What follows belongs to an exercise in optimizing a design on an open flow for small area, a short achievable clock period and few clock cycles per item; a production flow would make more cautious choices. Function was checked by simulation only, so behaviour that the tests miss may differ from the original. Power figures rest on the tool's default switching activity, not on a simulated workload.

==> flow/design.v, too long to show whole: its modules and the start of the top module <==
// module SNN: 2035 lines
// module FA: 4 lines
// module XNM: 3 lines
// module ORM: 3 lines
// module XRM: 3 lines
// module ANM: 3 lines
module SNN(
	input clk,
	input rst_n,
	input in_valid,
	input [7:0] img,
	input [7:0] ker,
	input [7:0] weight,
	output reg out_valid,
	output reg [9:0] out_data
);
  // ...
==> flow/flow/run.sh <==
#!/bin/bash
set -euo pipefail
export BUFFER_PORTS_ARGS="-buffer_cell sky130_fd_sc_hd__buf_4"
export SETUP_SLACK_MARGIN=10.85
bash standard.sh > standard_flow.log 2>&1
==> flow/standard.sh <==
#!/bin/bash
# synth_recipe.tcl (not shown) runs the flow's synth.tcl, then flattens the netlist and writes it again
# the make line also repeats each setting of config.mk as NAME=value (left out here)
make -C /OpenROAD-flow-scripts/flow DESIGN_CONFIG=/design/flow/config.mk WORK_HOME=/design/flow/orfs CLKGATE_MAP_FILE= SYNTH_SCRIPT=/design/flow/synth_recipe.tcl "${@:-finish}"
==> flow/config.mk <==
export PLATFORM = sky130hd
export DESIGN_NAME = SNN
export DESIGN_NICKNAME = SNN
export VERILOG_FILES = /design/flow/design.v
export SDC_FILE = /design/flow/constraint.sdc
export NUM_CORES = 4
export LEC_CHECK = 0
export CAP_MARGIN = 20
export CORE_MARGIN = 2
export CORE_UTILIZATION = 55
export CTS_BUF_LIST = sky130_fd_sc_hd__clkbuf_8 sky130_fd_sc_hd__clkbuf_16
export CTS_CLUSTER_DIAMETER = 80
export CTS_CLUSTER_SIZE = 25
export SLEW_MARGIN = 20
export SYNTH_HIERARCHICAL = 1
==> flow/constraint.sdc <==
create_clock -name core_clock -period 15.0 [get_ports {clk}]
set_input_delay 3.0000 -clock core_clock [delete_from_list [all_inputs] [get_ports {clk}]]
set_output_delay 3.0000 -clock core_clock [all_outputs]
set_load 0.01 [all_outputs]
==> flow_summary_export.csv, run 1 <==
group,metric,value,unit
status,status,"timing/DRC/antenna clean",
floorplan,initial_core_util,55.7,%
global_route,grt_pass1_vias,22100,
routing,first_pass_iters,5,
yosys,synth_cell_types,80,
critical_path,cpPeakStageDelay,400,ps
layout,top_regs,"r3a x20, r2a x19, r3b x18",
critical_path,crit_buf_inv,1,
critical_path,arrival,1140,ps
layout,fin_area,0.0359,sq mm
power_and_ir_drop,p_comb_share,65.4,%
critical_path,worstReg2RegEnd,"r2b[10]$_DFF_P_",
routing,wl_met2,42900,um
layout,diodes,0,
power_and_ir_drop,pg_comb,5.66,mW
power_and_ir_drop,intPower,4.80,mW
yosys,ys.flop_type,"dfxtp_1",
flow_run,drv_cap,0,
routing,finalWirelength,82400,um
global_route,grt_first_pass_wirelength,129000,um
clock_tree,cts.repair.resized,17,
yosys,synth_top_area_share,38.0,%
global_route,grt_use_met2,48.5,%
layout,final-clk-cell-share,3.10,%
yosys,synth_compound_area_share,3.85,%
layout,multi_input_area,0.0211,sq mm
sta,fmax,242,MHz
power_and_ir_drop,power_leader,"combinational logic",
layout,flops_and_latches,484,
layout,dominant_cells,"multi-input combinational cells",
power_and_ir_drop,clockPowerShare,11.1,%
clock_tree,path_clk_slew,100,ps
layout,final-seq-area,0.0112,sq mm
Testbench counts, summed over its fixed seeds: cycles 25,920, items 320.
==> run 2, diff against run 1 <==
==> flow/flow/run.sh (replaced) <==
#!/bin/bash
set -euo pipefail
export BUFFER_PORTS_ARGS="-buffer_cell sky130_fd_sc_hd__buf_4"
export SETUP_SLACK_MARGIN=10.6
bash standard.sh > standard_flow.log 2>&1
==> run 2 against run 1 <==
Effect of this change:
- clock skew up 0.68 ps
- first-iteration DRC count down 0.41%
- total power down 0.73%
==> flow_summary_export.csv, run 2 <==
group,metric,value,unit
yosys,synthTopCellsByCount,"nand2_1, fa_1, dfxtp_1, inv_1, clkbuf_1",
yosys,synth_cell_types,80,
yosys,ys_top_cells_by_area,"fa_1, dfxtp_1, edfxtp_1",
routing,ant_nets,0,
yosys,synth-seq-cells,484,
routing,post-route-drc-count,0,
layout,drive_gt1_share,7.32,%
floorplan,dieHeight,251,um
yosys,syn_avg_cell_area,11.8,sq um
min_path,hp-class,"reg2reg",
critical_path,arrival,4730,ps
clock_tree,clkLatencyLatePin,630,ps
routing,vias,19900,
routing,first_pass_iters,5,
routing,route.layer.met1.wl,33300,um
floorplan,num_rows,90,
power_and_ir_drop,intPower,4.78,mW
global_route,antenna_found_initial,2,
layout,mostFrequentLayoutCells,"nand2_1, fa_1, dfxtp_1",
yosys,synth_enable_flop_cells,130,
sta,rsz0062_at_grt,"no",
placed_design,place.gp.congestion,0.932,
sta,period_share,28.2,%
floorplan,die_w,251,um
power_and_ir_drop,ir_worst_vdd,176,uV
clock_tree,path_clk_slew,100,ps
routing,viasPerCell,5.56,
yosys,synth_top_area_share,38.0,%
power_and_ir_drop,p_comb_share,65.2,%
routing,topRoutingLayerUsed,"met4",
clock_tree,cts_buffer_depth,3,
floorplan,die_area,0.0631,sq mm
routing,wl_per_cell,23.0,um
clock_tree,clockRootBuffer,"clkbuf_16",
layout,final_common_cell,"nand2_1",
clock_tree,cts_tree,"yes",
critical_path,cp-start-kind,"flip-flop",
critical_path,crit_start,"sr7[3]$_DFF_P_",
sta,final_hold_viol_count,0,
power_and_ir_drop,p_leak,13.7,nW
sta,relSlewSlack,27.0,%
sta,drv_slew,0,
sta,finalSetupViolations,0,
power_and_ir_drop,seqPwrFrac,23.7,%
yosys,yosysTopAreaCell,"fa_1",
critical_path,cp.required,15500,ps
yosys,netlist_area,0.0336,sq mm
global_route,grt_max_degree,59,
layout,diodes,0,
layout,fin_util,58.6,%
sta,tightest_slew,1100,ps
floorplan,core_area,0.0604,sq mm
global_route,grt_usage,27.1,%
routing,drt-initial-drc-count,1219,
power_and_ir_drop,clockPowerShare,11.2,%
layout,largest_reg_flops,20,
status,status,"timing/DRC/antenna clean",
layout,fillers,4994,
power_and_ir_drop,p_total,8.60,mW
sta,layout_min_cycle_time,4230,ps
yosys,synthArstFlopShare,4.75,%
power_and_ir_drop,power.switching,3.82,mW
clock_tree,holdBufCountCts,0,
routing,finalWirelength,82100,um
routing,wl_met2,42800,um
layout,top_regs,"r3a x20, r2a x19, r3b x18",
critical_path,crit_type,"reg2reg",
sta,finalSetupTns,0,ps
sta,postLayoutSetupSlackWorst,10770,ps
clock_tree,clock_sinks,484,
layout,regMostFlops,"r3a",
placed_design,port_buffers,37,
yosys,synth_seq_area_share,33.1,%
power_and_ir_drop,powerDensity,243,mW/mm^2
flow_run,drv_cap,0,
routing,met3_length,3620,um
sta,skew,35.3,ps
clock_tree,cts.repair.resized,0,
placed_design,hpwl,66200,um
layout,nets,3531,
critical_path,path_max_fanout,9,
critical_path,end_kind,"flip-flop",
power_and_ir_drop,power_switching_share,44.4,%
global_route,grt_first_pass_wirelength,129000,um
placed_design,post-place-ws,10780,ps
yosys,post-synth-top-count-cell,"nand2_1",
min_path,holdCritStartpoint,"sr2[1]$_DFF_P_",
clock_tree,numCtsBuffers,31,
layout,area_growth,5.31,%
clock_tree,postCtsSetupBuffers,0,
clock_tree,cts_max_level,1,
floorplan,boundaryPins,38,
global_route,grt_pass1_vias,22000,
yosys,synth_cells,2849,
floorplan,initial_core_util,55.7,%
critical_path,timing.rr.start,"sr7[3]$_DFF_P_",
sta,fmax,236,MHz
yosys,ys.warnings.count,7,
yosys,ys.flop_type,"dfxtp_1",
global_route,overflow,0,
==> run 2: routing by layer <==
metal  vias up  global-route usage (%)
li1       8723                       -
met1     10500                    34.9
met2       528                    48.6
met3       124                    3.29
met4         0                    7.06
met5         -                       0
==> run 2: power by group through the flow <==
stage               registers [mW]  logic [mW]  clock network (mW)
floorplan                     1.93        4.13                   0
CTS                           2.04        5.68               0.983
global placement              2.06        5.47                   0
detailed placement            2.07        5.64                   0
global route                  2.07        6.42                1.03
finish                        2.04        5.60               0.959
==> run 2: path summary, 6_finish.rpt <==
check	cells after the start	end	slack (ps)
max in group asynchronous	1	s[5]$_DFF_PN1_	12450
max reg2reg	8	r2b[10]$_DFF_P_	10770
min in group asynchronous	1	out_data[7]$_DFF_PN0_	2270
min	0	sr3[1]$_DFF_P_	330
min reg2reg	0	sr3[1]$_DFF_P_	330
max	8	r2b[10]$_DFF_P_	10770
==> run 2: through the flow <==
| step | instance area (sq um) | cells | hold slack (ps) |
|---|---|---|---|
| finish | 35400 | 3569 | 326 |
| detailed placement | 34300 | 3511 | 312 |
| floorplan | 33600 | 2860 | 310 |
| CTS | 35400 | 3569 | 334 |
| global placement | 34300 | 3511 | 311 |
| global route | 35400 | 3569 | 335 |
==> run 2: logic make-up after synthesis <==
group | count (synthesis) | synth area share, %
AND/OR/NAND/NOR | 890 | 11.9
adder cells (fa/ha/maj) | 742 | 41.9
flip-flops | 484 | 33.1
buffers and inverters | 374 | 4.23
AO/OA/AOI/OAI | 191 | 3.85
XOR/XNOR | 102 | 2.66
multiplexers | 65 | 2.44
other | 1 | 0.0112
==> run 2: critical path: stages, from the launching register on <==
cell and delay (ps):
dfxtp_1 640, nand2_1 150, fa_1 600, fa_1 450
fa_1 430, fa_1 490, fa_1 400, fa_1 520
fa_1 420
==> run 2: layout make-up <==
| type | count | area, sq um | share of cell area [%] |
|---|---|---|---|
| multi-input combinational | 2002 | 21100 | 59.7 |
| sequential | 484 | 11100 | 31.4 |
| tap | 782 | 978 | 2.77 |
| clock buffer | 32 | 801 | 2.26 |
| inverter | 202 | 758 | 2.14 |
| clock inverter | 26 | 310 | 0.877 |
| timing repair buffer | 41 | 308 | 0.870 |
==> run 2: per-module statistics from Yosys (local to each module, per instance) <==
module  cell area, sq um  cells  flops+latches  times used
ORM                 6.26      1              0          50
SNN                20500   2120            484           1
ANM                 6.26      1              0           9
FA                  20.0      1              0         609
XRM                 8.76      1              0           9
XNM                 8.76      1              0          52

port drivers added, routing unchanged:
In the flow no input, the clock included, has a driving cell. The finished layouts below were timed again as built, in two steps.
Step 1: set_driving_cell puts a clkbuf_16 on clk and a buf_2 on each other input, an assumption about the parent block.
Step 2 also shifts input and output timing later by t, the mid clock arrival at the registers, as if the neighbouring blocks saw the same clock.
Slacks: ideal / step 1 / step 2; pairs: ideal / step 1.
| run | t (ns) | setup slack, ns | worst slew at a driven data input, ns |
|---|---|---|---|
| run 1 | 0.677 | 10.864 / 10.798 / 10.924 | 0.04 |
| run 2 | 0.676 | 10.771 / 10.771 / 10.771 | 0.04 |
After both steps every run listed still meets setup and hold.
